From an optimization exercise on the open Yosys and OpenROAD flow, aimed at small area, a short achievable clock period and few clock cycles; shortcuts taken in it are not production practice.
Function was checked by simulation only, so behaviour that the tests miss may differ from the original.

<file path="design.v">
module lfsr(d, n);
input  [8:0] d;
output [8:0] n;
assign n = {d[7:0], d[1] ^ d[2] ^ d[3] ^ d[7]};
endmodule
module beetle_left_antenna(nd1, nd2, q1, q2, ra, rb);
input [17:0] nd1, nd2;    
input q1, q2;
output [32:0] ra, rb;
wire hs0, hk0;
assign {hk0, hs0} = {1'b0, (~nd1[0] & ~nd1[6])} + {1'b0, (~nd1[1] & ~nd1[5])};
wire hs1, hk1;
assign {hk1, hs1} = {1'b0, (~nd1[0] & ~nd1[4])} + {1'b0, (~nd1[1] & ~nd1[3])};
wire s0, k0;
assign {k0, s0} = {1'b0, (~nd1[0] & ~nd1[5])} + {1'b0, (~nd1[1] & ~nd1[4])} + {1'b0, (~nd1[3] & nd1[2])};
wire s1, k1;
assign {k1, s1} = {1'b0, (~nd1[2] & ~nd1[4])} + {1'b0, (~nd1[3] & ~nd1[2])} + {1'b0, hs0};
wire [8:0] Alo = {1'b0, k0, hk1, hs1, (~nd1[0] & ~nd1[3]), (~nd1[0] & ~nd1[2]), (~nd1[1] & nd1[0]), 1'b0, ~nd1[0]} + {1'b0, s1, s0, (~nd1[2] & ~nd1[1]), (~nd1[2] & nd1[1]), (~nd1[1] & ~nd1[0]), 1'b0, 1'b0, 1'b0};
wire hs2, hk2;
assign {hk2, hs2} = {1'b0, (~nd2[0] & ~nd2[6])} + {1'b0, (~nd2[1] & ~nd2[5])};
wire hs3, hk3;
assign {hk3, hs3} = {1'b0, (~nd2[0] & ~nd2[4])} + {1'b0, (~nd2[1] & ~nd2[3])};
wire s2, k2;
assign {k2, s2} = {1'b0, (~nd2[0] & ~nd2[5])} + {1'b0, (~nd2[1] & ~nd2[4])} + {1'b0, (~nd2[3] & nd2[2])};
wire s3, k3;
assign {k3, s3} = {1'b0, (~nd2[2] & ~nd2[4])} + {1'b0, (~nd2[3] & ~nd2[2])} + {1'b0, hs2};
wire [8:0] Blo = {1'b0, k2, hk3, hs3, (~nd2[0] & ~nd2[3]), (~nd2[0] & ~nd2[2]), (~nd2[1] & nd2[0]), 1'b0, ~nd2[0]} + {1'b0, s3, s2, (~nd2[2] & ~nd2[1]), (~nd2[2] & nd2[1]), (~nd2[1] & ~nd2[0]), 1'b0, 1'b0, 1'b0};
wire hs4, hk4;
assign {hk4, hs4} = {1'b0, (~nd1[0] & ~nd1[7])} + {1'b0, (~nd1[1] & ~nd1[6])};
wire hs5, hk5;
assign {hk5, hs5} = {1'b0, (~nd1[0] & ~nd1[12])} + {1'b0, (~nd1[1] & ~nd1[11])};
wire s4, k4;
assign {k4, s4} = {1'b0, (~nd1[0] & ~nd1[13])} + {1'b0, (~nd1[1] & ~nd1[12])} + {1'b0, (~nd1[2] & ~nd1[11])};
wire s5, k5;
assign {k5, s5} = {1'b0, (~nd1[0] & ~nd1[14])} + {1'b0, (~nd1[1] & ~nd1[13])} + {1'b0, (~nd1[2] & ~nd1[12])};
wire s6, k6;
assign {k6, s6} = {1'b0, (~nd1[3] & ~nd1[11])} + {1'b0, (~nd1[4] & ~nd1[10])} + {1'b0, (~nd1[5] & ~nd1[9])};
wire s7, k7;
assign {k7, s7} = {1'b0, (~nd1[0] & ~nd1[15])} + {1'b0, (~nd1[1] & ~nd1[14])} + {1'b0, (~nd1[2] & ~nd1[13])};
wire s8, k8;
assign {k8, s8} = {1'b0, (~nd1[3] & ~nd1[12])} + {1'b0, (~nd1[4] & ~nd1[11])} + {1'b0, (~nd1[5] & ~nd1[10])};
wire hs6, hk6;
assign {hk6, hs6} = {1'b0, (~nd1[6] & ~nd1[9])} + {1'b0, (~nd1[8] & nd1[7])};
wire s9, k9;
assign {k9, s9} = {1'b0, (~nd1[0] & ~nd1[16])} + {1'b0, (~nd1[1] & ~nd1[15])} + {1'b0, (~nd1[2] & ~nd1[14])};
wire s10, k10;
assign {k10, s10} = {1'b0, (~nd1[3] & ~nd1[13])} + {1'b0, (~nd1[4] & ~nd1[12])} + {1'b0, (~nd1[5] & ~nd1[11])};
wire s11, k11;
assign {k11, s11} = {1'b0, (~nd1[6] & ~nd1[10])} + {1'b0, (~nd1[7] & ~nd1[9])} + {1'b0, (~nd1[8] & ~nd1[7])};
wire s12, k12;
assign {k12, s12} = {1'b0, (~nd2[0] & ~nd2[16])} + {1'b0, (~nd2[1] & ~nd2[15])} + {1'b0, (~nd2[2] & ~nd2[14])};
wire s13, k13;
assign {k13, s13} = {1'b0, (~nd1[1] & ~nd1[16])} + {1'b0, (~nd1[2] & ~nd1[15])} + {1'b0, (~nd1[3] & ~nd1[14])};
wire s14, k14;
assign {k14, s14} = {1'b0, (~nd1[4] & ~nd1[13])} + {1'b0, (~nd1[5] & ~nd1[12])} + {1'b0, (~nd1[6] & ~nd1[11])};
wire s15, k15;
assign {k15, s15} = {1'b0, (~nd1[7] & ~nd1[10])} + {1'b0, (~nd1[9] & nd1[8])} + {1'b0, (nd1[17] | nd1[0])};
wire s16, k16;
assign {k16, s16} = {1'b0, (~nd2[1] & ~nd2[16])} + {1'b0, (~nd2[2] & ~nd2[15])} + {1'b0, (~nd2[3] & ~nd2[14])};
wire hs7, hk7;
assign {hk7, hs7} = {1'b0, (~nd2[4] & ~nd2[13])} + {1'b0, (~nd2[5] & ~nd2[12])};
wire s17, k17;
assign {k17, s17} = {1'b0, 1'b1} + {1'b0, (~nd1[2] & ~nd1[16])} + {1'b0, (~nd1[3] & ~nd1[15])};
wire s18, k18;
assign {k18, s18} = {1'b0, (~nd1[4] & ~nd1[14])} + {1'b0, (~nd1[5] & ~nd1[13])} + {1'b0, (~nd1[6] & ~nd1[12])};
wire s19, k19;
assign {k19, s19} = {1'b0, (~nd1[7] & ~nd1[11])} + {1'b0, (~nd1[8] & ~nd1[10])} + {1'b0, (~nd1[9] & ~nd1[8])};
wire s20, k20;
assign {k20, s20} = {1'b0, (nd1[17] | nd1[1])} + {1'b0, (~nd2[2] & ~nd2[16])} + {1'b0, (~nd2[3] & ~nd2[15])};
wire s21, k21;
assign {k21, s21} = {1'b0, (~nd2[4] & ~nd2[14])} + {1'b0, (~nd2[5] & ~nd2[13])} + {1'b0, (~nd2[6] & ~nd2[12])};
wire hs8, hk8;
assign {hk8, hs8} = {1'b0, (~nd2[7] & ~nd2[11])} + {1'b0, (~nd2[8] & ~nd2[10])};
wire s22, k22;
assign {k22, s22} = {1'b0, (~nd1[3] & ~nd1[16])} + {1'b0, (~nd1[4] & ~nd1[15])} + {1'b0, (~nd1[5] & ~nd1[14])};
wire s23, k23;
assign {k23, s23} = {1'b0, (~nd1[6] & ~nd1[13])} + {1'b0, (~nd1[7] & ~nd1[12])} + {1'b0, (~nd1[8] & ~nd1[11])};
wire s24, k24;
assign {k24, s24} = {1'b0, (~nd1[10] & nd1[9])} + {1'b0, (nd1[17] | nd1[2])} + {1'b0, (~nd2[3] & ~nd2[16])};
wire s25, k25;
assign {k25, s25} = {1'b0, (~nd2[4] & ~nd2[15])} + {1'b0, (~nd2[5] & ~nd2[14])} + {1'b0, (~nd2[6] & ~nd2[13])};
wire hs9, hk9;
assign {hk9, hs9} = {1'b0, (~nd2[7] & ~nd2[12])} + {1'b0, (~nd2[8] & ~nd2[11])};
wire s26, k26;
assign {k26, s26} = {1'b0, (~nd1[4] & ~nd1[16])} + {1'b0, (~nd1[5] & ~nd1[15])} + {1'b0, (~nd1[6] & ~nd1[14])};
wire s27, k27;
assign {k27, s27} = {1'b0, (~nd1[7] & ~nd1[13])} + {1'b0, (~nd1[8] & ~nd1[12])} + {1'b0, (~nd1[9] & ~nd1[11])};
wire s28, k28;
assign {k28, s28} = {1'b0, (~nd1[10] & ~nd1[9])} + {1'b0, (nd1[17] | nd1[3])} + {1'b0, (~nd2[4] & ~nd2[16])};
wire s29, k29;
assign {k29, s29} = {1'b0, (~nd2[5] & ~nd2[15])} + {1'b0, (~nd2[6] & ~nd2[14])} + {1'b0, (~nd2[7] & ~nd2[13])};
wire s30, k30;
assign {k30, s30} = {1'b0, (~nd1[5] & ~nd1[16])} + {1'b0, (~nd1[6] & ~nd1[15])} + {1'b0, (~nd1[7] & ~nd1[14])};
wire s31, k31;
assign {k31, s31} = {1'b0, (~nd1[8] & ~nd1[13])} + {1'b0, (~nd1[9] & ~nd1[12])} + {1'b0, (~nd1[11] & nd1[10])};
wire hs10, hk10;
assign {hk10, hs10} = {1'b0, (nd1[17] | nd1[4])} + {1'b0, (~nd2[5] & ~nd2[16])};
wire s32, k32;
assign {k32, s32} = {1'b0, (~nd1[6] & ~nd1[16])} + {1'b0, (~nd1[7] & ~nd1[15])} + {1'b0, (~nd1[8] & ~nd1[14])};
wire s33, k33;
assign {k33, s33} = {1'b0, (~nd1[9] & ~nd1[13])} + {1'b0, (~nd1[10] & ~nd1[12])} + {1'b0, (~nd1[11] & ~nd1[10])};
wire hs11, hk11;
assign {hk11, hs11} = {1'b0, (~nd1[7] & ~nd1[16])} + {1'b0, (~nd1[8] & ~nd1[15])};
wire s34, k34;
assign {k34, s34} = {1'b0, (~nd1[2] & ~nd1[5])} + {1'b0, (~nd1[4] & nd1[3])} + {1'b0, (~nd2[0] & ~nd2[7])};
wire s35, k35;
assign {k35, s35} = {1'b0, (~nd2[1] & ~nd2[6])} + {1'b0, (~nd2[2] & ~nd2[5])} + {1'b0, (~nd2[4] & nd2[3])};
wire s36, k36;
assign {k36, s36} = {1'b0, (~nd1[0] & ~nd1[8])} + {1'b0, (~nd1[1] & ~nd1[7])} + {1'b0, (~nd1[2] & ~nd1[6])};
wire s37, k37;
assign {k37, s37} = {1'b0, (~nd1[3] & ~nd1[5])} + {1'b0, (~nd1[4] & ~nd1[3])} + {1'b0, (~nd2[0] & ~nd2[8])};
wire s38, k38;
assign {k38, s38} = {1'b0, (~nd1[0] & ~nd1[9])} + {1'b0, (~nd1[1] & ~nd1[8])} + {1'b0, (~nd1[2] & ~nd1[7])};
wire hs12, hk12;
assign {hk12, hs12} = {1'b0, (~nd1[3] & ~nd1[6])} + {1'b0, (~nd1[5] & nd1[4])};
wire s39, k39;
assign {k39, s39} = {1'b0, (~nd1[0] & ~nd1[10])} + {1'b0, (~nd1[1] & ~nd1[9])} + {1'b0, (~nd1[2] & ~nd1[8])};
wire s40, k40;
assign {k40, s40} = {1'b0, (~nd1[3] & ~nd1[7])} + {1'b0, (~nd1[4] & ~nd1[6])} + {1'b0, (~nd1[5] & ~nd1[4])};
wire hs13, hk13;
assign {hk13, hs13} = {1'b0, (~nd2[0] & ~nd2[10])} + {1'b0, (~nd2[1] & ~nd2[9])};
wire s41, k41;
assign {k41, s41} = {1'b0, (~nd1[0] & ~nd1[11])} + {1'b0, (~nd1[1] & ~nd1[10])} + {1'b0, (~nd1[2] & ~nd1[9])};
wire s42, k42;
assign {k42, s42} = {1'b0, (~nd1[3] & ~nd1[8])} + {1'b0, (~nd1[4] & ~nd1[7])} + {1'b0, (~nd1[6] & nd1[5])};
wire s43, k43;
assign {k43, s43} = {1'b0, (~nd2[0] & ~nd2[11])} + {1'b0, (~nd2[1] & ~nd2[10])} + {1'b0, (~nd2[2] & ~nd2[9])};
wire s44, k44;
assign {k44, s44} = {1'b0, (~nd1[2] & ~nd1[10])} + {1'b0, (~nd1[3] & ~nd1[9])} + {1'b0, (~nd1[4] & ~nd1[8])};
wire s45, k45;
assign {k45, s45} = {1'b0, (~nd1[5] & ~nd1[7])} + {1'b0, (~nd1[6] & ~nd1[5])} + {1'b0, (~nd2[0] & ~nd2[12])};
wire s46, k46;
assign {k46, s46} = {1'b0, (~nd2[1] & ~nd2[11])} + {1'b0, (~nd2[2] & ~nd2[10])} + {1'b0, (~nd2[3] & ~nd2[9])};
wire hs14, hk14;
assign {hk14, hs14} = {1'b0, (~nd2[4] & ~nd2[8])} + {1'b0, (~nd2[5] & ~nd2[7])};
wire s47, k47;
assign {k47, s47} = {1'b0, (~nd1[3] & ~nd1[10])} + {1'b0, (~nd1[4] & ~nd1[9])} + {1'b0, (~nd1[5] & ~nd1[8])};
wire s48, k48;
assign {k48, s48} = {1'b0, (~nd1[7] & nd1[6])} + {1'b0, (~nd2[0] & ~nd2[13])} + {1'b0, (~nd2[1] & ~nd2[12])};
wire s49, k49;
assign {k49, s49} = {1'b0, (~nd2[2] & ~nd2[11])} + {1'b0, (~nd2[3] & ~nd2[10])} + {1'b0, (~nd2[4] & ~nd2[9])};
wire s50, k50;
assign {k50, s50} = {1'b0, (~nd2[5] & ~nd2[8])} + {1'b0, (~nd2[7] & nd2[6])} + {1'b0, hk5};
wire s51, k51;
assign {k51, s51} = {1'b0, (~nd1[6] & ~nd1[8])} + {1'b0, (~nd1[7] & ~nd1[6])} + {1'b0, (~nd2[0] & ~nd2[14])};
wire s52, k52;
assign {k52, s52} = {1'b0, (~nd2[1] & ~nd2[13])} + {1'b0, (~nd2[2] & ~nd2[12])} + {1'b0, (~nd2[3] & ~nd2[11])};
wire s53, k53;
assign {k53, s53} = {1'b0, (~nd2[4] & ~nd2[10])} + {1'b0, (~nd2[5] & ~nd2[9])} + {1'b0, (~nd2[6] & ~nd2[8])};
wire s54, k54;
assign {k54, s54} = {1'b0, (~nd2[7] & ~nd2[6])} + {1'b0, k4} + {1'b0, s5};
wire s55, k55;
assign {k55, s55} = {1'b0, (~nd2[0] & ~nd2[15])} + {1'b0, (~nd2[1] & ~nd2[14])} + {1'b0, (~nd2[2] & ~nd2[13])};
wire s56, k56;
assign {k56, s56} = {1'b0, (~nd2[3] & ~nd2[12])} + {1'b0, (~nd2[4] & ~nd2[11])} + {1'b0, (~nd2[5] & ~nd2[10])};
wire s57, k57;
assign {k57, s57} = {1'b0, (~nd2[6] & ~nd2[9])} + {1'b0, (~nd2[8] & nd2[7])} + {1'b0, k5};
wire s58, k58;
assign {k58, s58} = {1'b0, k6} + {1'b0, s7} + {1'b0, s8};
wire s59, k59;
assign {k59, s59} = {1'b0, (~nd2[3] & ~nd2[13])} + {1'b0, (~nd2[4] & ~nd2[12])} + {1'b0, (~nd2[5] & ~nd2[11])};
wire s60, k60;
assign {k60, s60} = {1'b0, (~nd2[6] & ~nd2[10])} + {1'b0, (~nd2[7] & ~nd2[9])} + {1'b0, (~nd2[8] & ~nd2[7])};
wire s61, k61;
assign {k61, s61} = {1'b0, k7} + {1'b0, k8} + {1'b0, hk6};
wire s62, k62;
assign {k62, s62} = {1'b0, s9} + {1'b0, s10} + {1'b0, s11};
wire s63, k63;
assign {k63, s63} = {1'b0, (~nd2[6] & ~nd2[11])} + {1'b0, (~nd2[7] & ~nd2[10])} + {1'b0, (~nd2[9] & nd2[8])};
wire s64, k64;
assign {k64, s64} = {1'b0, (nd2[17] | nd2[0])} + {1'b0, k9} + {1'b0, k10};
wire s65, k65;
assign {k65, s65} = {1'b0, k11} + {1'b0, k12} + {1'b0, s13};
wire s66, k66;
assign {k66, s66} = {1'b0, s14} + {1'b0, s15} + {1'b0, s16};
wire s67, k67;
assign {k67, s67} = {1'b0, (~nd2[9] & ~nd2[8])} + {1'b0, (nd2[17] | nd2[1])} + {1'b0, k13};
wire s68, k68;
assign {k68, s68} = {1'b0, k14} + {1'b0, k15} + {1'b0, k16};
wire s69, k69;
assign {k69, s69} = {1'b0, hk7} + {1'b0, s17} + {1'b0, s18};
wire s70, k70;
assign {k70, s70} = {1'b0, s19} + {1'b0, s20} + {1'b0, s21};
wire s71, k71;
assign {k71, s71} = {1'b0, (~nd2[10] & nd2[9])} + {1'b0, (nd2[17] | nd2[2])} + {1'b0, k17};
wire s72, k72;
assign {k72, s72} = {1'b0, k18} + {1'b0, k19} + {1'b0, k20};
wire s73, k73;
assign {k73, s73} = {1'b0, k21} + {1'b0, hk8} + {1'b0, s22};
wire s74, k74;
assign {k74, s74} = {1'b0, s23} + {1'b0, s24} + {1'b0, s25};
wire s75, k75;
assign {k75, s75} = {1'b0, (~nd2[8] & ~nd2[12])} + {1'b0, (~nd2[9] & ~nd2[11])} + {1'b0, (~nd2[10] & ~nd2[9])};
wire s76, k76;
assign {k76, s76} = {1'b0, (nd2[17] | nd2[3])} + {1'b0, k22} + {1'b0, k23};
wire s77, k77;
assign {k77, s77} = {1'b0, k24} + {1'b0, k25} + {1'b0, hk9};
wire s78, k78;
assign {k78, s78} = {1'b0, s26} + {1'b0, s27} + {1'b0, s28};
wire s79, k79;
assign {k79, s79} = {1'b0, (~nd2[6] & ~nd2[15])} + {1'b0, (~nd2[7] & ~nd2[14])} + {1'b0, (~nd2[8] & ~nd2[13])};
wire s80, k80;
assign {k80, s80} = {1'b0, (~nd2[9] & ~nd2[12])} + {1'b0, (~nd2[11] & nd2[10])} + {1'b0, (nd2[17] | nd2[4])};
wire s81, k81;
assign {k81, s81} = {1'b0, k26} + {1'b0, k27} + {1'b0, k28};
wire s82, k82;
assign {k82, s82} = {1'b0, k29} + {1'b0, s30} + {1'b0, s31};
wire s83, k83;
assign {k83, s83} = {1'b0, (nd1[17] | nd1[5])} + {1'b0, (~nd2[6] & ~nd2[16])} + {1'b0, (~nd2[7] & ~nd2[15])};
wire s84, k84;
assign {k84, s84} = {1'b0, (~nd2[8] & ~nd2[14])} + {1'b0, (~nd2[9] & ~nd2[13])} + {1'b0, (~nd2[10] & ~nd2[12])};
wire s85, k85;
assign {k85, s85} = {1'b0, (~nd2[11] & ~nd2[10])} + {1'b0, (nd2[17] | nd2[5])} + {1'b0, k30};
wire s86, k86;
assign {k86, s86} = {1'b0, k31} + {1'b0, hk10} + {1'b0, s32};
wire s87, k87;
assign {k87, s87} = {1'b0, (~nd1[9] & ~nd1[14])} + {1'b0, (~nd1[10] & ~nd1[13])} + {1'b0, (~nd1[12] & nd1[11])};
wire s88, k88;
assign {k88, s88} = {1'b0, (nd1[17] | nd1[6])} + {1'b0, (~nd2[7] & ~nd2[16])} + {1'b0, (~nd2[8] & ~nd2[15])};
wire s89, k89;
assign {k89, s89} = {1'b0, (~nd2[9] & ~nd2[14])} + {1'b0, (~nd2[10] & ~nd2[13])} + {1'b0, (~nd2[12] & nd2[11])};
wire s90, k90;
assign {k90, s90} = {1'b0, (nd2[17] | nd2[6])} + {1'b0, k32} + {1'b0, k33};
wire s91, k91;
assign {k91, s91} = {1'b0, (~nd1[8] & ~nd1[16])} + {1'b0, (~nd1[9] & ~nd1[15])} + {1'b0, (~nd1[10] & ~nd1[14])};
wire s92, k92;
assign {k92, s92} = {1'b0, (~nd1[11] & ~nd1[13])} + {1'b0, (~nd1[12] & ~nd1[11])} + {1'b0, (nd1[17] | nd1[7])};
wire s93, k93;
assign {k93, s93} = {1'b0, (~nd2[8] & ~nd2[16])} + {1'b0, (~nd2[9] & ~nd2[15])} + {1'b0, (~nd2[10] & ~nd2[14])};
wire s94, k94;
assign {k94, s94} = {1'b0, (~nd2[11] & ~nd2[13])} + {1'b0, (~nd2[12] & ~nd2[11])} + {1'b0, (nd2[17] | nd2[7])};
wire s95, k95;
assign {k95, s95} = {1'b0, (~nd1[9] & ~nd1[16])} + {1'b0, (~nd1[10] & ~nd1[15])} + {1'b0, (~nd1[11] & ~nd1[14])};
wire s96, k96;
assign {k96, s96} = {1'b0, (~nd1[13] & nd1[12])} + {1'b0, (nd1[17] | nd1[8])} + {1'b0, (~nd2[9] & ~nd2[16])};
wire hs15, hk15;
assign {hk15, hs15} = {1'b0, (~nd2[10] & ~nd2[15])} + {1'b0, (~nd2[11] & ~nd2[14])};
wire s97, k97;
assign {k97, s97} = {1'b0, (~nd1[10] & ~nd1[16])} + {1'b0, (~nd1[11] & ~nd1[15])} + {1'b0, (~nd1[12] & ~nd1[14])};
wire s98, k98;
assign {k98, s98} = {1'b0, (~nd1[13] & ~nd1[12])} + {1'b0, (nd1[17] | nd1[9])} + {1'b0, (~nd2[10] & ~nd2[16])};
wire hs16, hk16;
assign {hk16, hs16} = {1'b0, (~nd1[11] & ~nd1[16])} + {1'b0, (~nd1[12] & ~nd1[15])};
wire s99, k99;
assign {k99, s99} = {1'b0, hk0} + {1'b0, hk2} + {1'b0, s34};
wire hs17, hk17;
assign {hk17, hs17} = {1'b0, s35} + {1'b0, hs4};
wire s100, k100;
assign {k100, s100} = {1'b0, (~nd2[1] & ~nd2[7])} + {1'b0, (~nd2[2] & ~nd2[6])} + {1'b0, (~nd2[3] & ~nd2[5])};
wire s101, k101;
assign {k101, s101} = {1'b0, (~nd2[4] & ~nd2[3])} + {1'b0, k34} + {1'b0, k35};
wire hs18, hk18;
assign {hk18, hs18} = {1'b0, hk4} + {1'b0, s36};
wire s102, k102;
assign {k102, s102} = {1'b0, (~nd2[0] & ~nd2[9])} + {1'b0, (~nd2[1] & ~nd2[8])} + {1'b0, (~nd2[2] & ~nd2[7])};
wire s103, k103;
assign {k103, s103} = {1'b0, (~nd2[3] & ~nd2[6])} + {1'b0, (~nd2[5] & nd2[4])} + {1'b0, k36};
wire s104, k104;
assign {k104, s104} = {1'b0, k37} + {1'b0, s38} + {1'b0, hs12};
wire s105, k105;
assign {k105, s105} = {1'b0, (~nd2[2] & ~nd2[8])} + {1'b0, (~nd2[3] & ~nd2[7])} + {1'b0, (~nd2[4] & ~nd2[6])};
wire s106, k106;
assign {k106, s106} = {1'b0, (~nd2[5] & ~nd2[4])} + {1'b0, k38} + {1'b0, hk12};
wire s107, k107;
assign {k107, s107} = {1'b0, s39} + {1'b0, s40} + {1'b0, hs13};
wire s108, k108;
assign {k108, s108} = {1'b0, (~nd2[3] & ~nd2[8])} + {1'b0, (~nd2[4] & ~nd2[7])} + {1'b0, (~nd2[6] & nd2[5])};
wire s109, k109;
assign {k109, s109} = {1'b0, k39} + {1'b0, k40} + {1'b0, hk13};
wire s110, k110;
assign {k110, s110} = {1'b0, s41} + {1'b0, s42} + {1'b0, s43};
wire s111, k111;
assign {k111, s111} = {1'b0, (~nd2[6] & ~nd2[5])} + {1'b0, k41} + {1'b0, k42};
wire s112, k112;
assign {k112, s112} = {1'b0, k43} + {1'b0, s44} + {1'b0, s45};
wire s113, k113;
assign {k113, s113} = {1'b0, s46} + {1'b0, hs14} + {1'b0, hs5};
wire s114, k114;
assign {k114, s114} = {1'b0, k44} + {1'b0, k45} + {1'b0, k46};
wire s115, k115;
assign {k115, s115} = {1'b0, hk14} + {1'b0, s47} + {1'b0, s48};
wire s116, k116;
assign {k116, s116} = {1'b0, s49} + {1'b0, s4} + {1'b0, s50};
wire s117, k117;
assign {k117, s117} = {1'b0, k47} + {1'b0, k48} + {1'b0, k49};
wire s118, k118;
assign {k118, s118} = {1'b0, s51} + {1'b0, s52} + {1'b0, s53};
wire s119, k119;
assign {k119, s119} = {1'b0, s6} + {1'b0, k50} + {1'b0, s54};
wire s120, k120;
assign {k120, s120} = {1'b0, k51} + {1'b0, k52} + {1'b0, k53};
wire s121, k121;
assign {k121, s121} = {1'b0, s55} + {1'b0, s56} + {1'b0, hs6};
wire s122, k122;
assign {k122, s122} = {1'b0, k54} + {1'b0, s57} + {1'b0, s58};
wire s123, k123;
assign {k123, s123} = {1'b0, k55} + {1'b0, k56} + {1'b0, s59};
wire s124, k124;
assign {k124, s124} = {1'b0, s60} + {1'b0, s12} + {1'b0, k57};
wire s125, k125;
assign {k125, s125} = {1'b0, k58} + {1'b0, s61} + {1'b0, s62};
wire s126, k126;
assign {k126, s126} = {1'b0, k59} + {1'b0, k60} + {1'b0, s63};
wire s127, k127;
assign {k127, s127} = {1'b0, hs7} + {1'b0, k61} + {1'b0, k62};
wire s128, k128;
assign {k128, s128} = {1'b0, s64} + {1'b0, s65} + {1'b0, s66};
wire s129, k129;
assign {k129, s129} = {1'b0, k63} + {1'b0, hs8} + {1'b0, k64};
wire s130, k130;
assign {k130, s130} = {1'b0, k65} + {1'b0, k66} + {1'b0, s67};
wire s131, k131;
assign {k131, s131} = {1'b0, s68} + {1'b0, s69} + {1'b0, s70};
wire s132, k132;
assign {k132, s132} = {1'b0, hs9} + {1'b0, k67} + {1'b0, k68};
wire s133, k133;
assign {k133, s133} = {1'b0, k69} + {1'b0, k70} + {1'b0, s71};
wire s134, k134;
assign {k134, s134} = {1'b0, s72} + {1'b0, s73} + {1'b0, s74};
wire s135, k135;
assign {k135, s135} = {1'b0, s75} + {1'b0, s29} + {1'b0, k71};
wire s136, k136;
assign {k136, s136} = {1'b0, k72} + {1'b0, k73} + {1'b0, k74};
wire s137, k137;
assign {k137, s137} = {1'b0, s76} + {1'b0, s77} + {1'b0, s78};
wire s138, k138;
assign {k138, s138} = {1'b0, k75} + {1'b0, s79} + {1'b0, s80};
wire s139, k139;
assign {k139, s139} = {1'b0, hs10} + {1'b0, k76} + {1'b0, k77};
wire s140, k140;
assign {k140, s140} = {1'b0, k78} + {1'b0, s81} + {1'b0, s82};
wire s141, k141;
assign {k141, s141} = {1'b0, k79} + {1'b0, k80} + {1'b0, s83};
wire s142, k142;
assign {k142, s142} = {1'b0, s84} + {1'b0, s33} + {1'b0, k81};
wire s143, k143;
assign {k143, s143} = {1'b0, k82} + {1'b0, s85} + {1'b0, s86};
wire s144, k144;
assign {k144, s144} = {1'b0, k83} + {1'b0, k84} + {1'b0, s87};
wire s145, k145;
assign {k145, s145} = {1'b0, s88} + {1'b0, s89} + {1'b0, hs11};
wire s146, k146;
assign {k146, s146} = {1'b0, k85} + {1'b0, k86} + {1'b0, s90};
wire s147, k147;
assign {k147, s147} = {1'b0, k87} + {1'b0, k88} + {1'b0, k89};
wire s148, k148;
assign {k148, s148} = {1'b0, hk11} + {1'b0, s91} + {1'b0, s92};
wire s149, k149;
assign {k149, s149} = {1'b0, s93} + {1'b0, s94} + {1'b0, k90};
wire s150, k150;
assign {k150, s150} = {1'b0, (~nd2[13] & nd2[12])} + {1'b0, (nd2[17] | nd2[8])} + {1'b0, k91};
wire s151, k151;
assign {k151, s151} = {1'b0, k92} + {1'b0, k93} + {1'b0, k94};
wire s152, k152;
assign {k152, s152} = {1'b0, s95} + {1'b0, s96} + {1'b0, hs15};
wire s153, k153;
assign {k153, s153} = {1'b0, (~nd2[11] & ~nd2[15])} + {1'b0, (~nd2[12] & ~nd2[14])} + {1'b0, (~nd2[13] & ~nd2[12])};
wire s154, k154;
assign {k154, s154} = {1'b0, (nd2[17] | nd2[9])} + {1'b0, k95} + {1'b0, k96};
wire s155, k155;
assign {k155, s155} = {1'b0, hk15} + {1'b0, s97} + {1'b0, s98};
wire s156, k156;
assign {k156, s156} = {1'b0, (~nd1[14] & nd1[13])} + {1'b0, (nd1[17] | nd1[10])} + {1'b0, (~nd2[11] & ~nd2[16])};
wire s157, k157;
assign {k157, s157} = {1'b0, (~nd2[12] & ~nd2[15])} + {1'b0, (~nd2[14] & nd2[13])} + {1'b0, (nd2[17] | nd2[10])};
wire s158, k158;
assign {k158, s158} = {1'b0, k97} + {1'b0, k98} + {1'b0, hs16};
wire s159, k159;
assign {k159, s159} = {1'b0, (~nd1[12] & ~nd1[16])} + {1'b0, (~nd1[13] & ~nd1[15])} + {1'b0, (~nd1[14] & ~nd1[13])};
wire s160, k160;
assign {k160, s160} = {1'b0, (nd1[17] | nd1[11])} + {1'b0, (~nd2[12] & ~nd2[16])} + {1'b0, (~nd2[13] & ~nd2[15])};
wire s161, k161;
assign {k161, s161} = {1'b0, (~nd2[14] & ~nd2[13])} + {1'b0, (nd2[17] | nd2[11])} + {1'b0, hk16};
wire s162, k162;
assign {k162, s162} = {1'b0, (~nd1[13] & ~nd1[16])} + {1'b0, (~nd1[15] & nd1[14])} + {1'b0, (nd1[17] | nd1[12])};
wire hs19, hk19;
assign {hk19, hs19} = {1'b0, (~nd2[13] & ~nd2[16])} + {1'b0, (~nd2[15] & nd2[14])};
wire s163, k163;
assign {k163, s163} = {1'b0, (~nd1[14] & ~nd1[16])} + {1'b0, (~nd1[15] & ~nd1[14])} + {1'b0, (nd1[17] | nd1[13])};
wire s164, k164;
assign {k164, s164} = {1'b0, k1} + {1'b0, k3} + {1'b0, s99};
wire s165, k165;
assign {k165, s165} = {1'b0, s100} + {1'b0, s37} + {1'b0, k99};
wire hs20, hk20;
assign {hk20, hs20} = {1'b0, hk17} + {1'b0, s101};
wire s166, k166;
assign {k166, s166} = {1'b0, k100} + {1'b0, s102} + {1'b0, k101};
wire s167, k167;
assign {k167, s167} = {1'b0, hk18} + {1'b0, s103} + {1'b0, s104};
wire s168, k168;
assign {k168, s168} = {1'b0, k102} + {1'b0, s105} + {1'b0, k103};
wire s169, k169;
assign {k169, s169} = {1'b0, k104} + {1'b0, s106} + {1'b0, s107};
wire s170, k170;
assign {k170, s170} = {1'b0, k105} + {1'b0, s108} + {1'b0, k106};
wire s171, k171;
assign {k171, s171} = {1'b0, k107} + {1'b0, s109} + {1'b0, s110};
wire s172, k172;
assign {k172, s172} = {1'b0, k108} + {1'b0, k109} + {1'b0, k110};
wire s173, k173;
assign {k173, s173} = {1'b0, s111} + {1'b0, s112} + {1'b0, s113};
wire s174, k174;
assign {k174, s174} = {1'b0, k111} + {1'b0, k112} + {1'b0, k113};
wire s175, k175;
assign {k175, s175} = {1'b0, s114} + {1'b0, s115} + {1'b0, s116};
wire s176, k176;
assign {k176, s176} = {1'b0, k114} + {1'b0, k115} + {1'b0, s117};
wire s177, k177;
assign {k177, s177} = {1'b0, s118} + {1'b0, k116} + {1'b0, s119};
wire s178, k178;
assign {k178, s178} = {1'b0, k117} + {1'b0, k118} + {1'b0, s120};
wire s179, k179;
assign {k179, s179} = {1'b0, s121} + {1'b0, k119} + {1'b0, s122};
wire s180, k180;
assign {k180, s180} = {1'b0, k120} + {1'b0, k121} + {1'b0, s123};
wire s181, k181;
assign {k181, s181} = {1'b0, s124} + {1'b0, k122} + {1'b0, s125};
wire s182, k182;
assign {k182, s182} = {1'b0, k123} + {1'b0, s126} + {1'b0, k124};
wire s183, k183;
assign {k183, s183} = {1'b0, s127} + {1'b0, k125} + {1'b0, s128};
wire s184, k184;
assign {k184, s184} = {1'b0, k126} + {1'b0, k127} + {1'b0, s129};
wire s185, k185;
assign {k185, s185} = {1'b0, s130} + {1'b0, k128} + {1'b0, s131};
wire s186, k186;
assign {k186, s186} = {1'b0, k129} + {1'b0, k130} + {1'b0, s132};
wire s187, k187;
assign {k187, s187} = {1'b0, s133} + {1'b0, k131} + {1'b0, s134};
wire s188, k188;
assign {k188, s188} = {1'b0, k132} + {1'b0, k133} + {1'b0, s135};
wire s189, k189;
assign {k189, s189} = {1'b0, s136} + {1'b0, k134} + {1'b0, s137};
wire s190, k190;
assign {k190, s190} = {1'b0, s138} + {1'b0, k135} + {1'b0, k136};
wire s191, k191;
assign {k191, s191} = {1'b0, s139} + {1'b0, k137} + {1'b0, s140};
wire s192, k192;
assign {k192, s192} = {1'b0, k138} + {1'b0, s141} + {1'b0, k139};
wire s193, k193;
assign {k193, s193} = {1'b0, s142} + {1'b0, k140} + {1'b0, s143};
wire s194, k194;
assign {k194, s194} = {1'b0, k141} + {1'b0, s144} + {1'b0, s145};
wire s195, k195;
assign {k195, s195} = {1'b0, k142} + {1'b0, s146} + {1'b0, k143};
wire s196, k196;
assign {k196, s196} = {1'b0, k144} + {1'b0, k145} + {1'b0, s147};
wire s197, k197;
assign {k197, s197} = {1'b0, s148} + {1'b0, k146} + {1'b0, s149};
wire s198, k198;
assign {k198, s198} = {1'b0, k147} + {1'b0, k148} + {1'b0, s150};
wire s199, k199;
assign {k199, s199} = {1'b0, s151} + {1'b0, s152} + {1'b0, k149};
wire s200, k200;
assign {k200, s200} = {1'b0, s153} + {1'b0, k150} + {1'b0, k151};
wire s201, k201;
assign {k201, s201} = {1'b0, k152} + {1'b0, s154} + {1'b0, s155};
wire s202, k202;
assign {k202, s202} = {1'b0, k153} + {1'b0, s156} + {1'b0, s157};
wire s203, k203;
assign {k203, s203} = {1'b0, k154} + {1'b0, k155} + {1'b0, s158};
wire s204, k204;
assign {k204, s204} = {1'b0, k156} + {1'b0, k157} + {1'b0, s159};
wire s205, k205;
assign {k205, s205} = {1'b0, s160} + {1'b0, k158} + {1'b0, s161};
wire s206, k206;
assign {k206, s206} = {1'b0, (nd2[17] | nd2[12])} + {1'b0, k159} + {1'b0, k160};
wire s207, k207;
assign {k207, s207} = {1'b0, s162} + {1'b0, hs19} + {1'b0, k161};
wire s208, k208;
assign {k208, s208} = {1'b0, (~nd2[14] & ~nd2[16])} + {1'b0, (~nd2[15] & ~nd2[14])} + {1'b0, (nd2[17] | nd2[13])};
wire s209, k209;
assign {k209, s209} = {1'b0, k162} + {1'b0, hk19} + {1'b0, s163};
wire s210, k210;
assign {k210, s210} = {1'b0, (~nd1[16] & nd1[15])} + {1'b0, (nd1[17] | nd1[14])} + {1'b0, (~nd2[16] & nd2[15])};
wire hs21, hk21;
assign {hk21, hs21} = {1'b0, (nd2[17] | nd2[14])} + {1'b0, k163};
wire s211, k211;
assign {k211, s211} = {1'b0, (~nd1[16] & ~nd1[15])} + {1'b0, (nd1[17] | nd1[15])} + {1'b0, (~nd2[16] & ~nd2[15])};
wire s212, k212;
assign {k212, s212} = {1'b0, (nd2[17] | nd2[15])} + {1'b0, (q1 & ~nd1[0])} + {1'b0, (q2 & ~nd2[0])};
wire s213, k213;
assign {k213, s213} = {1'b0, ~nd1[17]} + {1'b0, ~nd2[17]} + {1'b0, (nd1[17] | nd1[16])};
wire s214, k214;
assign {k214, s214} = {1'b0, (nd2[17] | nd2[16])} + {1'b0, (q1 & ~nd1[1])} + {1'b0, (q2 & ~nd2[1])};
wire hs22, hk22;
assign {hk22, hs22} = {1'b0, hs17} + {1'b0, s164};
wire s215, k215;
assign {k215, s215} = {1'b0, hs18} + {1'b0, s165} + {1'b0, hs20};
wire s216, k216;
assign {k216, s216} = {1'b0, k165} + {1'b0, hk20} + {1'b0, s166};
wire s217, k217;
assign {k217, s217} = {1'b0, k166} + {1'b0, s168} + {1'b0, k167};
wire s218, k218;
assign {k218, s218} = {1'b0, k168} + {1'b0, s170} + {1'b0, k169};
wire s219, k219;
assign {k219, s219} = {1'b0, k170} + {1'b0, s172} + {1'b0, k171};
wire s220, k220;
assign {k220, s220} = {1'b0, k172} + {1'b0, s174} + {1'b0, k173};
wire s221, k221;
assign {k221, s221} = {1'b0, k174} + {1'b0, s176} + {1'b0, k175};
wire s222, k222;
assign {k222, s222} = {1'b0, k176} + {1'b0, s178} + {1'b0, k177};
wire s223, k223;
assign {k223, s223} = {1'b0, k178} + {1'b0, s180} + {1'b0, k179};
wire s224, k224;
assign {k224, s224} = {1'b0, k180} + {1'b0, s182} + {1'b0, k181};
wire s225, k225;
assign {k225, s225} = {1'b0, k182} + {1'b0, s184} + {1'b0, k183};
wire s226, k226;
assign {k226, s226} = {1'b0, k184} + {1'b0, s186} + {1'b0, k185};
wire s227, k227;
assign {k227, s227} = {1'b0, k186} + {1'b0, s188} + {1'b0, k187};
wire s228, k228;
assign {k228, s228} = {1'b0, k188} + {1'b0, s190} + {1'b0, k189};
wire s229, k229;
assign {k229, s229} = {1'b0, k190} + {1'b0, s192} + {1'b0, k191};
wire s230, k230;
assign {k230, s230} = {1'b0, s194} + {1'b0, k192} + {1'b0, k193};
wire s231, k231;
assign {k231, s231} = {1'b0, s196} + {1'b0, k194} + {1'b0, k195};
wire s232, k232;
assign {k232, s232} = {1'b0, k196} + {1'b0, s198} + {1'b0, s199};
wire s233, k233;
assign {k233, s233} = {1'b0, k198} + {1'b0, s200} + {1'b0, s201};
wire s234, k234;
assign {k234, s234} = {1'b0, s202} + {1'b0, k200} + {1'b0, k201};
wire s235, k235;
assign {k235, s235} = {1'b0, k202} + {1'b0, s204} + {1'b0, s205};
wire s236, k236;
assign {k236, s236} = {1'b0, k204} + {1'b0, s206} + {1'b0, k205};
wire s237, k237;
assign {k237, s237} = {1'b0, s208} + {1'b0, k206} + {1'b0, s209};
wire s238, k238;
assign {k238, s238} = {1'b0, k208} + {1'b0, s210} + {1'b0, k209};
wire s239, k239;
assign {k239, s239} = {1'b0, k210} + {1'b0, s211} + {1'b0, s212};
wire s240, k240;
assign {k240, s240} = {1'b0, k211} + {1'b0, s213} + {1'b0, k212};
wire s241, k241;
assign {k241, s241} = {1'b0, (q1 & ~nd1[2])} + {1'b0, (q2 & ~nd2[2])} + {1'b0, k213};
wire hs23, hk23;
assign {hk23, hs23} = {1'b0, 1'b1} + {1'b0, (q1 & ~nd1[3])};
wire hs24, hk24;
assign {hk24, hs24} = {1'b0, 1'b1} + {1'b0, (q1 & ~nd1[4])};
wire hs25, hk25;
assign {hk25, hs25} = {1'b0, 1'b1} + {1'b0, (q1 & ~nd1[5])};
wire hs26, hk26;
assign {hk26, hs26} = {1'b0, 1'b1} + {1'b0, (q1 & ~nd1[6])};
wire hs27, hk27;
assign {hk27, hs27} = {1'b0, Alo[8]} + {1'b0, Blo[8]};
wire s242, k242;
assign {k242, s242} = {1'b0, k164} + {1'b0, hk22} + {1'b0, s215};
wire s243, k243;
assign {k243, s243} = {1'b0, s167} + {1'b0, k215} + {1'b0, s216};
wire s244, k244;
assign {k244, s244} = {1'b0, s169} + {1'b0, k216} + {1'b0, s217};
wire s245, k245;
assign {k245, s245} = {1'b0, s171} + {1'b0, k217} + {1'b0, s218};
wire s246, k246;
assign {k246, s246} = {1'b0, s173} + {1'b0, k218} + {1'b0, s219};
wire s247, k247;
assign {k247, s247} = {1'b0, k219} + {1'b0, s175} + {1'b0, s220};
wire s248, k248;
assign {k248, s248} = {1'b0, k220} + {1'b0, s177} + {1'b0, s221};
wire s249, k249;
assign {k249, s249} = {1'b0, s179} + {1'b0, k221} + {1'b0, s222};
wire s250, k250;
assign {k250, s250} = {1'b0, s181} + {1'b0, k222} + {1'b0, s223};
wire s251, k251;
assign {k251, s251} = {1'b0, s183} + {1'b0, k223} + {1'b0, s224};
wire s252, k252;
assign {k252, s252} = {1'b0, s185} + {1'b0, k224} + {1'b0, s225};
wire s253, k253;
assign {k253, s253} = {1'b0, s187} + {1'b0, k225} + {1'b0, s226};
wire s254, k254;
assign {k254, s254} = {1'b0, s189} + {1'b0, k226} + {1'b0, s227};
wire s255, k255;
assign {k255, s255} = {1'b0, s191} + {1'b0, k227} + {1'b0, s228};
wire s256, k256;
assign {k256, s256} = {1'b0, s193} + {1'b0, k228} + {1'b0, s229};
wire s257, k257;
assign {k257, s257} = {1'b0, s195} + {1'b0, k229} + {1'b0, s230};
wire s258, k258;
assign {k258, s258} = {1'b0, s197} + {1'b0, k230} + {1'b0, s231};
wire s259, k259;
assign {k259, s259} = {1'b0, k197} + {1'b0, k231} + {1'b0, s232};
wire s260, k260;
assign {k260, s260} = {1'b0, k199} + {1'b0, s233} + {1'b0, k232};
wire s261, k261;
assign {k261, s261} = {1'b0, s203} + {1'b0, k233} + {1'b0, s234};
wire s262, k262;
assign {k262, s262} = {1'b0, k203} + {1'b0, k234} + {1'b0, s235};
wire s263, k263;
assign {k263, s263} = {1'b0, s207} + {1'b0, s236} + {1'b0, k235};
wire s264, k264;
assign {k264, s264} = {1'b0, k207} + {1'b0, s237} + {1'b0, k236};
wire s265, k265;
assign {k265, s265} = {1'b0, hs21} + {1'b0, s238} + {1'b0, k237};
wire s266, k266;
assign {k266, s266} = {1'b0, hk21} + {1'b0, s239} + {1'b0, k238};
wire s267, k267;
assign {k267, s267} = {1'b0, s214} + {1'b0, k239} + {1'b0, s240};
wire s268, k268;
assign {k268, s268} = {1'b0, k214} + {1'b0, s241} + {1'b0, k240};
wire s269, k269;
assign {k269, s269} = {1'b0, (q2 & ~nd2[3])} + {1'b0, hs23} + {1'b0, k241};
wire s270, k270;
assign {k270, s270} = {1'b0, (q2 & ~nd2[4])} + {1'b0, hk23} + {1'b0, hs24};
wire s271, k271;
assign {k271, s271} = {1'b0, (q2 & ~nd2[5])} + {1'b0, hk24} + {1'b0, hs25};
wire s272, k272;
assign {k272, s272} = {1'b0, (q2 & ~nd2[6])} + {1'b0, hk25} + {1'b0, hs26};
wire hs28, hk28;
assign {hk28, hs28} = {1'b0, 1'b1} + {1'b0, hk26};
assign ra = {k272, k271, k270, k269, k268, k267, k266, k265, k264, k263, k262, k261, k260, k259, k258, k257, k256, k255, k254, k253, k252, k251, k250, k249, k248, k247, k246, k245, k244, k243, k242, hk27, hs27};
assign rb = {hs28, s272, s271, s270, s269, s268, s267, s266, s265, s264, s263, s262, s261, s260, s259, s258, s257, s256, s255, s254, s253, s252, s251, s250, s249, s248, s247, s246, s245, s244, s243, s242, hs22};
endmodule
module beetle_compare(al, bl, ar, br, gt);
input [32:0] al, bl, ar, br;
output gt;
wire [31:0] a = {~al[31], al[30:0]};
wire [31:0] b = bl[31:0];
wire [31:0] c = ~{~ar[31], ar[30:0]};
wire [31:0] e = ~br[31:0];
wire [32:0] tl = {1'b0, a} + {1'b0, b};
wire [32:0] tr = {1'b0, ~c} + {1'b0, br[31:0]};
wire [31:0] x1 = a ^ b;
wire [31:0] x2 = c ^ e;
wire [31:0] x = x1 ^ x2;
wire [31:0] co;
wire [31:0] ci = {co[30:0], 1'b1};
genvar i;
generate for (i = 0; i < 32; i = i + 1) begin : cmp4
  assign co[i] = x1[i] ? c[i] : a[i];
end endgenerate
wire [31:0] xs = x ^ ci;
wire [31:0] xk = {x[30:0] & ci[30:0] | ~x[30:0] & e[30:0], 1'b0};
wire k31 = x[31] ? ci[31] : e[31];
wire [32:0] ts = {1'b0, xs} + {1'b0, xk};
assign gt = ~(ts[32] ^ k31 ^ co[31] ^ tl[32] ^ tr[32]);
endmodule
module beetle_right_antenna(dir, sense, s3, step);
input  [8:0]  dir;
input  [12:0] sense;
input  [14:0] s3;
output [13:0] step;
wire [15:0] s1 = {3'b000, sense};
wire [15:0] s2 = {2'b00, sense, 1'b0};
wire [15:0] t3 = {1'b0, s3};
wire [15:0] s4 = {1'b0, sense, 2'b00};
wire [3:0] g0 = {dir[2:0], 1'b0};
wire [3:0] g1 = dir[5:2];
wire [3:0] g2 = dir[8:5];
wire [15:0] r0, r1, r2;
wire n0, n1, n2;
beetle_booth_row b0(g0, s1, s2, t3, s4, r0, n0);
beetle_booth_row b1(g1, s1, s2, t3, s4, r1, n1);
beetle_booth_row b2(g2, s1, s2, t3, s4, r2, n2);
wire [21:0] p = {{6{n0}}, r0} + {{3{n1}}, r1, 3'd0} + {r2, 6'd0}
              + {15'd0, n2, 2'b00, n1, 2'b00, n0};
assign step = p[21:8];
endmodule
module beetle_booth_row(g, s1, s2, s3, s4, r, n);
input  [3:0]  g;
input  [15:0] s1, s2, s3, s4;
output [15:0] r;
output n;
wire [2:0] a = g[3] ? ~g[2:0] : g[2:0];
wire m1 = ~a[2] & (a[1] ^ a[0]);
wire m2 = ~a[2] & a[1] & a[0] | a[2] & ~a[1] & ~a[0];
wire m3 = a[2] & (a[1] ^ a[0]);
wire m4 = a[2] & a[1] & a[0];
wire [15:0] mag = {16{m1}} & s1 | {16{m2}} & s2 | {16{m3}} & s3 | {16{m4}} & s4;
assign r = g[3] ? ~mag : mag;
assign n = g[3];
endmodule
module beetle_position(mx, my, nx, ny, d1, d2, q1, q2);
parameter NB = 0;
input  [15:0] mx, my;
input  signed [13:0] nx, ny;
output [17:0] d1, d2;
output q1, q2;
wire [15:0] fx = {{2{nx[13]}}, nx};
wire [15:0] fy = {{2{ny[13]}}, ny};
wire [15:0] ax = NB ? mx - fx : mx + fx;
wire [15:0] ay = NB ? my - fy : my + fy;
assign d1 = 18'd1791 - {2'b00, ax} - {ay[15], ay, 1'b0};
assign d2 = 18'd1279 - {ax[15], ax, 1'b0} - {2'b00, ay};
assign q1 = ay[15];
assign q2 = ax[15];
endmodule
module bas(clock,reset,load, seed_x,seed_y,iterations,x,y,x_extreme,y_extreme,out_value,done );
    input clock,reset,load;
    input [8:0] seed_x,seed_y;
    input [8:0] iterations;
    input [15:0] x,y;
    output signed [15:0] x_extreme,y_extreme;
    output signed [39:0] out_value;
    output reg done;
    reg [15:0] x_curr, y_curr;           
    reg signed [13:0] step_x, step_y;    
    reg signed [13:0] step_nx, step_ny;  
    reg [17:0] dl1, dl2, dr1, dr2;       
    reg ql1, ql2, qr1, qr2;              
    reg [32:0] value_curr;               
    reg [8:0] dir_x, dir_y;              
    reg [12:0] sense;                    
    reg [9:0] remain;
    reg run;
    reg first;                           
    reg [15:0] x_best, y_best;
    reg [32:0] value_best;
    reg value_init;                      
    wire [32:0] al, bl, ar, br;
    beetle_left_antenna ol(dl1, dl2, ql1, ql2, al, bl);
    beetle_left_antenna or_(dr1, dr2, qr1, qr2, ar, br);
    wire go_right;
    beetle_compare cmp(al, bl, ar, br, go_right);
    wire [32:0] odour_l = al + bl;
    wire [32:0] odour_r = ar + br;
    wire [15:0] x_l = x_curr + {{2{step_x[13]}}, step_x};
    wire [15:0] y_l = y_curr + {{2{step_y[13]}}, step_y};
    wire [15:0] x_r = x_curr - {{2{step_x[13]}}, step_x};
    wire [15:0] y_r = y_curr - {{2{step_y[13]}}, step_y};
    wire [17:0] ell1, ell2, elr1, elr2, erl1, erl2, err1, err2;
    wire qll1, qll2, qlr1, qlr2, qrl1, qrl2, qrr1, qrr2;
    beetle_position #(0) pll(x_l, y_l, step_nx, step_ny, ell1, ell2, qll1, qll2);
    beetle_position #(1) plr(x_l, y_l, step_nx, step_ny, elr1, elr2, qlr1, qlr2);
    beetle_position #(0) prl(x_r, y_r, step_nx, step_ny, erl1, erl2, qrl1, qrl2);
    beetle_position #(1) prr(x_r, y_r, step_nx, step_ny, err1, err2, qrr1, qrr2);
    wire signed [13:0] mul_x, mul_y;
    wire [14:0] sense3 = {2'b00, sense} + {1'b0, sense, 1'b0};
    wire [8:0] dir_x_n, dir_y_n;
    lfsr lx(dir_x, dir_x_n);
    lfsr ly(dir_y, dir_y_n);
    beetle_right_antenna mulx(dir_x, sense, sense3, mul_x);
    beetle_right_antenna muly(dir_y, sense, sense3, mul_y);
    assign x_extreme = x_best;
    assign y_extreme = y_best;
    assign out_value = {4'b0, {3{value_init}}, value_best};
    always @(posedge clock) begin
        if (reset) begin
            x_curr <= x;
            y_curr <= y;
            dl1 <= 18'd0;
            dl2 <= 18'd0;
            dr1 <= 18'd0;
            dr2 <= 18'd0;
            ql1 <= 1'b0;
            ql2 <= 1'b0;
            qr1 <= 1'b0;
            qr2 <= 1'b0;
            step_x <= 14'd0;
            step_y <= 14'd0;
            step_nx <= 14'd0;
            step_ny <= 14'd0;
            dir_x <= 9'd0;
            dir_y <= 9'd0;
        end else begin
            if (go_right) begin
                x_curr <= x_r;
                y_curr <= y_r;
                dl1 <= erl1;
                dl2 <= erl2;
                dr1 <= err1;
                dr2 <= err2;
                ql1 <= qrl1;
                ql2 <= qrl2;
                qr1 <= qrr1;
                qr2 <= qrr2;
            end else begin
                x_curr <= x_l;
                y_curr <= y_l;
                dl1 <= ell1;
                dl2 <= ell2;
                dr1 <= elr1;
                dr2 <= elr2;
                ql1 <= qll1;
                ql2 <= qll2;
                qr1 <= qlr1;
                qr2 <= qlr2;
            end
            step_x <= step_nx;
            step_y <= step_ny;
            step_nx <= mul_x;
            step_ny <= mul_y;
            if (load) begin
                dir_x <= seed_x;
                dir_y <= seed_y;
            end else begin
                dir_x <= dir_x_n;
                dir_y <= dir_y_n;
            end
        end
        value_curr <= go_right ? odour_r : odour_l;
        if (reset | load)
            sense <= 13'd6400;
        else
            sense <= sense - {8'd0, sense[12:8]} - {12'd0, sense[7:0] != 8'd0};
        if (reset) begin
            run <= 1'b0;
            done <= 1'b0;
            first <= 1'b0;
            x_best <= 16'd0;
            y_best <= 16'd0;
            value_best <= {33{1'b1}};
            value_init <= 1'b1;
        end else if (load) begin
            remain <= {1'b0, iterations} + 10'd1;
            first <= 1'b1;
            run <= iterations != 9'd0;
            done <= iterations == 9'd0;
        end else if (run) begin
            remain <= remain - 10'd1;
            first <= 1'b0;
            if (remain == 10'd0) begin
                run <= 1'b0;
                done <= 1'b1;
            end
            if (!first && value_curr < value_best) begin
                x_best <= x_curr;
                y_best <= y_curr;
                value_best <= value_curr;
                value_init <= 1'b0;
            end
        end
    end
endmodule
</file>
<file path="constraint.sdc">
create_clock -name core_clock -period 27.0 [get_ports {clock}]
set_input_delay 5.4000 -clock core_clock [delete_from_list [all_inputs] [get_ports {clock}]]
set_output_delay 5.4000 -clock core_clock [all_outputs]
set_load 0.01 [all_outputs]
</file>
<file path="flow/run.sh">
#!/bin/bash
# The standard layout, with timing repair aiming for 20 ns of setup slack
# at the design's clock period (over-fixing, as SETUP_SLACK_MARGIN does),
# on the worst 10% of endpoints, and sky130_fd_sc_hd__buf_2 cells as the port buffers.
set -euo pipefail
bash standard.sh SETUP_SLACK_MARGIN=20 TNS_END_PERCENT=10 "BUFFER_PORTS_ARGS=-buffer_cell sky130_fd_sc_hd__buf_2" finish > orfs_make.log 2>&1
</file>
<file path="standard.sh">
#!/bin/bash
# synth_recipe.tcl (not shown) runs the flow's synth.tcl, then flattens the netlist and writes it again
# the make line also repeats each setting of config.mk as NAME=value (left out here)
make -C /OpenROAD-flow-scripts/flow DESIGN_CONFIG=/design/flow/config.mk WORK_HOME=/design/flow/orfs CLKGATE_MAP_FILE= SYNTH_SCRIPT=/design/flow/synth_recipe.tcl "${@:-finish}"
</file>
<file path="config.mk">
export PLATFORM = sky130hd
export DESIGN_NAME = bas
export DESIGN_NICKNAME = bas
export VERILOG_FILES = /design/flow/design.v
export SDC_FILE = /design/flow/constraint.sdc
export NUM_CORES = 8
export LEC_CHECK = 0
export ABC_AREA = 1
export CAP_MARGIN = 20
export CORE_MARGIN = 2
export CORE_UTILIZATION = 52
export SLEW_MARGIN = 20
</file>
==> summary.txt, run 1 <==
status=no timing/DRC/antenna violations; die width=331.7 microns; first-pass GRT wire length=312500 microns; relative slew slack=0.2369; Post-synth ARST share=0; Synth Area in Adders=0.3588; detailed-route via count=53530; hold path startpoint=value_curr[2]; largest incremental delay on the critical path=600 ps; initial antenna violation count=5; largest net degree at the start of global routing=93; Post-Syn Instances=7766; routing usage on met1=0.4870; Reg2Reg Depth=33; Starting Density=0.5232; share of layout cells above drive strength 1=0.1233; Die Ht=331.7 microns; Worst-path clk slew=80 ps; Ports=135; max-slew violations=0; TritonCTS clock tree=done; number of clock sinks=307; total track usage=0.3710; number of DRC markers in iteration 0=5033; CP endpoint kind=flop; Post-synth EDFFs=10; largest family of logic cells by synthesized area=adder cells; CTS H-tree depth=2; worst slew pin tran=1141 ps; Post-route DRC=0; grt met3 use=0.05430; antenna viol nets, final=0; Worst path most repeated cell=nand2_4; Synth Area per Inst=7.191 sq um; wire length per cell=22.44 microns; hold endpoint=value_best[2]; Req. time, crit path=27470 ps; CTS Buf Count=40; maximum clock rate=143.4 MHz; Total Wirelength=210600 microns; HPWL after detailed placement=163000 microns; Final nets=9272; Max FO, Critical Path=10; CTS root buf=clkbuf_16; grt ovf=0; Worst R2R Start=dr2[2]; Hold Fails Final Rpt=0; Seq cells post-synth=307; grt peak-use layer=met2; hold crit path type=flop to flop; Tcrit/Tclk final=0.2582; sequential area share after synthesis=0.1118; area grow syn2layout=13.61%; clk buf depth=3; commonest non-fill, non-tap cell in the layout=nand2_1; row count=120; ys flop type=dfxtp_1; most frequent cells in the layout=1218 x nand2_1, 1207 x inv_1, 932 x nor2_1, 646 x ha_1, 580 x a21oi_1; core area=106800 sq um; Tmin final=6972 ps; TNS Setup=0 ps; number of port buffers=130; XOR/XNOR Fraction of Synth Area=0.08404; RePlAce Congestion=1.020; Final Util=0.5944; cell area after synthesis=55850 sq um; post-synthesis simple-gate area fraction=0.1905; met2 Usage GRT=0.6031; CTS Hold Bufs=0; Worst Setup Start Kind=flop; number of global-route vias before repair=51690; crit path max-delay cell type=fa_1; Yosys Warn Count=1; clock skew=37.73 ps; Crit Path Class=flop to flop; drt pass-1 iters=8; Die ar.=110000 sq um; Hold Path Depth=2; reg-to-reg setup timing slack=20030 ps; share of synthesized area spent on multiplexers=0.001479; reg2reg end=value_curr[27]; Worst-Skew Late Latency=640 ps; post-synth cell types=67; WP data arrival=7450 ps; # setup viols final=0; FILL cells=10250; RSZ-0062 raised after global routing=true; Synth Area in Compound Gates=0.1417; vias per inst=5.703; total of max-cap violations=0
## how the worst max path moves through the flow
stage                     slack [ps]  startpoint  cells past startpoint        endpoint
after floorplan                20150        load                      4       remain[0]
after global placement         17310      dr1[6]                     32          dr1[1]
after detailed placement       17320      dr1[6]                     31          dr1[1]
after CTS                      19840    sense[5]                     27     step_ny[12]
after global routing           19870     dl1[10]                     33  value_curr[17]
final                          20030      dr2[2]                     33  value_curr[27]
## state kept, by name, indices dropped and copies added, names as in the netlist, 9 cells and up
register / flops
dir_x: 9
dir_y: 9
dl1: 18
dl2: 18
dr1: 18
dr2: 18
remain: 10
sense: 13
step_nx: 14
step_ny: 14
step_x: 14
step_y: 14
value_best: 33
value_curr: 33
x_best: 16
x_curr: 16
y_best: 16
y_curr: 16
## logic make-up after synthesis
logic type                 after synthesis
other                                    1
xor gates and xnor gates               535
adders and majority gates             1260
AOI/OAI and AO/OA                     1395
and+or+nand+nor                       2646
buffers and inverters                 1615
muxes                                    7
DFF                                    307
## stage by stage
step                setup slack, ps  cell area (sq um)  hold slack (ps)  instances
floorplan                     20150              55860            444.1       7769
global placement              17310              57290            453.8       9041
detailed placement            17320              57290            462.3       9041
finish                        20030              63450            456.8       9386
global route                  19870              63440            495.6       9384
CTS                           19840              60740            470.8       9231
## cells in the mapped netlist (all sizes together), types with 59 or more instances
| cell | n | area (sq um) |
|---|---|---|
| a21oi | 601 | 3034 |
| buf | 74 | 442.9 |
| clkbuf | 226 | 857.1 |
| dfxtp | 297 | 5946 |
| fa | 569 | 11390 |
| ha | 691 | 8646 |
| inv | 1301 | 4883 |
| nand2 | 1251 | 4701 |
| nand3 | 273 | 1376 |
| nor2 | 952 | 3573 |
| nor3 | 69 | 345.3 |
| o21ai | 441 | 2218 |
| o21bai | 59 | 442.9 |
| o22ai | 61 | 381.6 |
| xnor2 | 120 | 1051 |
| xor2 | 415 | 3642 |
## layer usage
metal	wire length, microns	up-vias
met3	16790	517
met4	12410	6
met5	41	-
met2	94450	2402
met1	86940	25560
li1	-	25040
## what timing repair did
action,4_1_cts,5_1_grt
gates resized for setup,309,337
setup endpoints to repair,186,191
setup buffers,99,149
pin swaps,15,166
endpoints found under the hold margin,0,0
gates cloned,18,4
## critical path, delay by kind of cell, from the launching register on
kind	cells	cell delay, ps
XOR/XNOR	1	200
adder cells (fa/ha/maj)	7	3250
AO/OA/AOI/OAI	3	620
flip-flops	1	390
AND/OR/NAND/NOR	15	1250
buffers and inverters	7	1040
## area by class of cell
type / count / area [sq um] / area share
multi-input cells: 5854 / 45090 / 0.7106
flip-flops and latches: 307 / 6460 / 0.1018
inverters: 1315 / 5169 / 0.08146
repair buffers: 431 / 3685 / 0.05807
well taps: 1403 / 1755 / 0.02767
clock buffers: 50 / 1089 / 0.01716
clock inverters: 23 / 188.9 / 0.002978
repair inverters: 1 / 8.758 / 0.0001380
diodes: 2 / 5.005 / 0.00007888
Testbench counts, summed over its fixed seeds: cycles 49,368.
==> run 2, diff against run 1 <==
--- a/config.mk
+++ b/config.mk
@@ -8,5 +8,6 @@
 export ABC_AREA = 1
 export CAP_MARGIN = 20
 export CORE_MARGIN = 2
-export CORE_UTILIZATION = 52
+export CORE_UTILIZATION = 45
+export PLACE_DENSITY = 0.7
 export SLEW_MARGIN = 20
==> summary.txt, run 2 <==
status=no timing/DRC/antenna violations; most frequent cells in the layout=1234 x nand2_1, 1209 x inv_1, 938 x nor2_1, 647 x ha_1, 587 x a21oi_1; post-synthesis simple-gate area fraction=0.1905 (unchanged); vias per inst=5.624 (-1.4%); Tcrit/Tclk final=0.2610 (+0.002804); detailed-route via count=54180 (+1.2%); largest incremental delay on the critical path=660 ps (+60 ps); share of synthesized area spent on multiplexers=0.001479 (unchanged); grt ovf=0 (unchanged); reg2reg end=x_curr[5]; clk buf depth=3 (unchanged); Req. time, crit path=27530 ps (+60 ps); Synth Area in Adders=0.3588 (unchanged); cell taking the most area after synthesis=fa_1; max-slew violations=0 (unchanged); Worst-path clk slew=60 ps (-20 ps); post-route insts no fill=9633 (+2.6%); Post-synth EDFFs=10 (unchanged); sequential area share after synthesis=0.1118 (unchanged); total track usage=0.3253 (-0.04569); Worst path most repeated cell=buf_4; Post-route DRC=0 (unchanged); largest net degree at the start of global routing=80 (-14%); number of DRC markers in iteration 0=4924 (-2.2%); die width=356.3 microns (+7.4%); drt pass-1 iters=6 (-2); Post-Syn Instances=7766 (unchanged); Die Ht=356.3 microns (+7.4%); CTS Hold Bufs=0 (unchanged); CP endpoint kind=flop; Design Area, Final=63540 sq um (+0.15%); CTS H-tree depth=2 (unchanged); count leader, synth=inv_1; crit path to=value_best[3]; crit path max-delay cell type=buf_4; Max FO, Critical Path=72 (+62); worst path cell trace=clkbuf_4 > nor2_1 > nand2_1 > buf_4 > inv_8 > buf_4 > a21oi_1 > o21ai_0; Synth top area share=0.2040 (unchanged); RePlAce Congestion=1.023 (+0.25%); wire length per cell=22.09 microns (-1.6%); post-synth cell types=67 (unchanged); Seq cells post-synth=307 (unchanged); largest family of logic cells by synthesized area=adder cells; Starting Density=0.4523 (-0.07085); Regs by FF count=value_best: 33 flops, value_curr: 33 flops; Post-DP Area=57500 sq um (+0.38%); clock skew=44.84 ps (+7.114 ps); largest cells by area after synthesis=fa_1 20%, ha_1 15%, dfxtp_1 11%; relative slew slack=0.2339 (-0.002939); Final Util=0.5146 (-0.07974); total of max-cap violations=0 (unchanged); number of global-route vias before repair=52700 (+2.0%); row count=129 (+7.5%); cell area after synthesis=55850 sq um (unchanged); Worst R2R Start=dl2[16]; Worst-Skew Late Latency=650 ps (about the same); Worst Setup Start Kind=input pin; number of clock sinks=307 (unchanged); Crit Path Class=input pin to flop; placed insts=9265 (+2.5%); Hold Fails Final Rpt=0 (unchanged); commonest non-fill, non-tap cell in the layout=nand2_1; crit path launch=load; WP data arrival=7580 ps (+130 ps); Total Wirelength=212800 microns (+1.0%); number of port buffers=130 (unchanged); hold path startpoint=x_best[13]; Final nets=9283 (+0.12%); CTS Buf Count=42 (+5.0%); XOR/XNOR Fraction of Synth Area=0.08404 (unchanged); maximum clock rate=141.9 MHz (-1.1%); area grow syn2layout=13.78%; TNS Setup=0 ps (unchanged); share of layout cells above drive strength 1=0.1164 (-0.006941); RSZ-0062 raised after global routing=true; Die ar.=126900 sq um (+15%); Ports=135 (unchanged); ys flop type=dfxtp_1; Tmin final=7047 ps (+75.70 ps); HPWL after detailed placement=164300 microns (+0.80%); Post-synth ARST share=0 (unchanged); TritonCTS clock tree=done; CTS root buf=clkbuf_16; first-pass GRT wire length=315000 microns (+0.80%); Synth Area per Inst=7.191 sq um (unchanged); # setup viols final=0 (unchanged); Yosys Warn Count=1 (unchanged); Synth Area in Compound Gates=0.1417 (unchanged); antenna viol nets, final=0 (unchanged); reg-to-reg setup timing slack=20030 ps (about the same); worst slew pin tran=1145 ps (+4.394 ps); core area=123500 sq um (+16%); hold crit path type=flop to flop; Synth top cells by count=1284 x inv_1, 1249 x nand2_1, 952 x nor2_1, 691 x ha_1, 596 x a21oi_1; initial antenna violation count=3 (-2); Reg2Reg Depth=32 (-3.0%)
==> run 2: cell counts after synthesis <==
No cell type changed its count.
==> run 2: per-layer routing <==
metal | track usage | vias to the layer above | part of all wire
li1 | - | 25110 | -
met1 | 0.3963 | 25860 | 0.39
met5 | 0 | - | 0.000061
met4 | 0.1923 | 2 | 0.070
met3 | 0.05673 | 638 | 0.085
met2 | 0.5390 | 2568 | 0.46
==> run 2: layout make-up <==
class                      count  area (sq um)
tap                         1637          2048
clock inverter                26         264.0
timing repair buffer         440          3746
multi-input combinational   5854         44670
fill                       12060         59930
antenna                        3         7.507
timing repair inverter         1         16.27
inverter                    1315          5166
clock buffer                  50          1162
sequential                   307          6457
==> run 2: how the worst min path moves through the flow <==
stage                          end  slack (ps)  cells after the start
finish                  x_best[13]         480                      2
global route        value_best[17]         500                      2
CTS                  value_best[2]         480                      2
detailed placement   value_best[9]         460                      2
global placement     value_best[9]         460                      2
floorplan            value_best[0]         440                      2
==> run 2: timing repair <==
action / CTS / global route
endpoints found under the setup margin: 195 / 218
setup buffers: 139 / 132
gates resized for setup: 302 / 274
pin swaps: 12 / 130
gates cloned: 14 / 4
==> run 2: metrics by stage <==
step                      setup slack, ps  hold WS [ps]
after global placement              17010         455.4
after global routing                19730         502.4
after CTS                           19610         478.5
after floorplan                     20150         444.1
after detailed placement            16930         463.3
final                               19950         477.1
==> run 2: worst max-delay path: cells and delay by family <==
family	cells	cell delay, ps
compound gates	2	270
buf+inv	4	1470
simple gates	2	320
==> run 2: logic make-up (layout without fill, tap and decap cells) <==
group | Yosys count | in the layout
muxes | 7 | 7
AOI/OAI and AO/OA | 1395 | 1395
xor gates and xnor gates | 535 | 535
buffers and inverters | 1615 | 1832
and+or+nand+nor | 2646 | 2653
adders and majority gates | 1260 | 1260
other | 1 | 7
DFF | 307 | 307

port drivers added, routing unchanged:
In the flow no input, the clock included, has a driving cell. The finished layouts below were timed again as built, in two steps. Step 1, drivers: a clkbuf_16 drives clock and a buf_2 each remaining input, both assumed. Step 2, shift: input delay + t, output delay - t, t = (earliest + latest rising clock arrival at the registers) / 2. This alone moves slack from input paths to output paths. a / b / c = ideal ports / drivers / drivers and shift; a / b = the first two.
| run | t, ns | setup slack, ns | worst setup path after step 2 | worst slew at a driven data input, ns | cell pins on the clock port's net |
|---|---|---|---|---|---|
| run 1 | 0.697 | 20.028 / 20.028 / 19.382 | input to register | 0.07 | 1 |
| run 2 | 0.705 | 19.953 / 20.007 / 19.303 | input to register | 0.06 | 1 |
After both steps setup and hold are still met in every run listed. For run 2, which loses most, drivers alone change the setup slack by +0.054 ns; drivers and shift together by -0.650 ns.
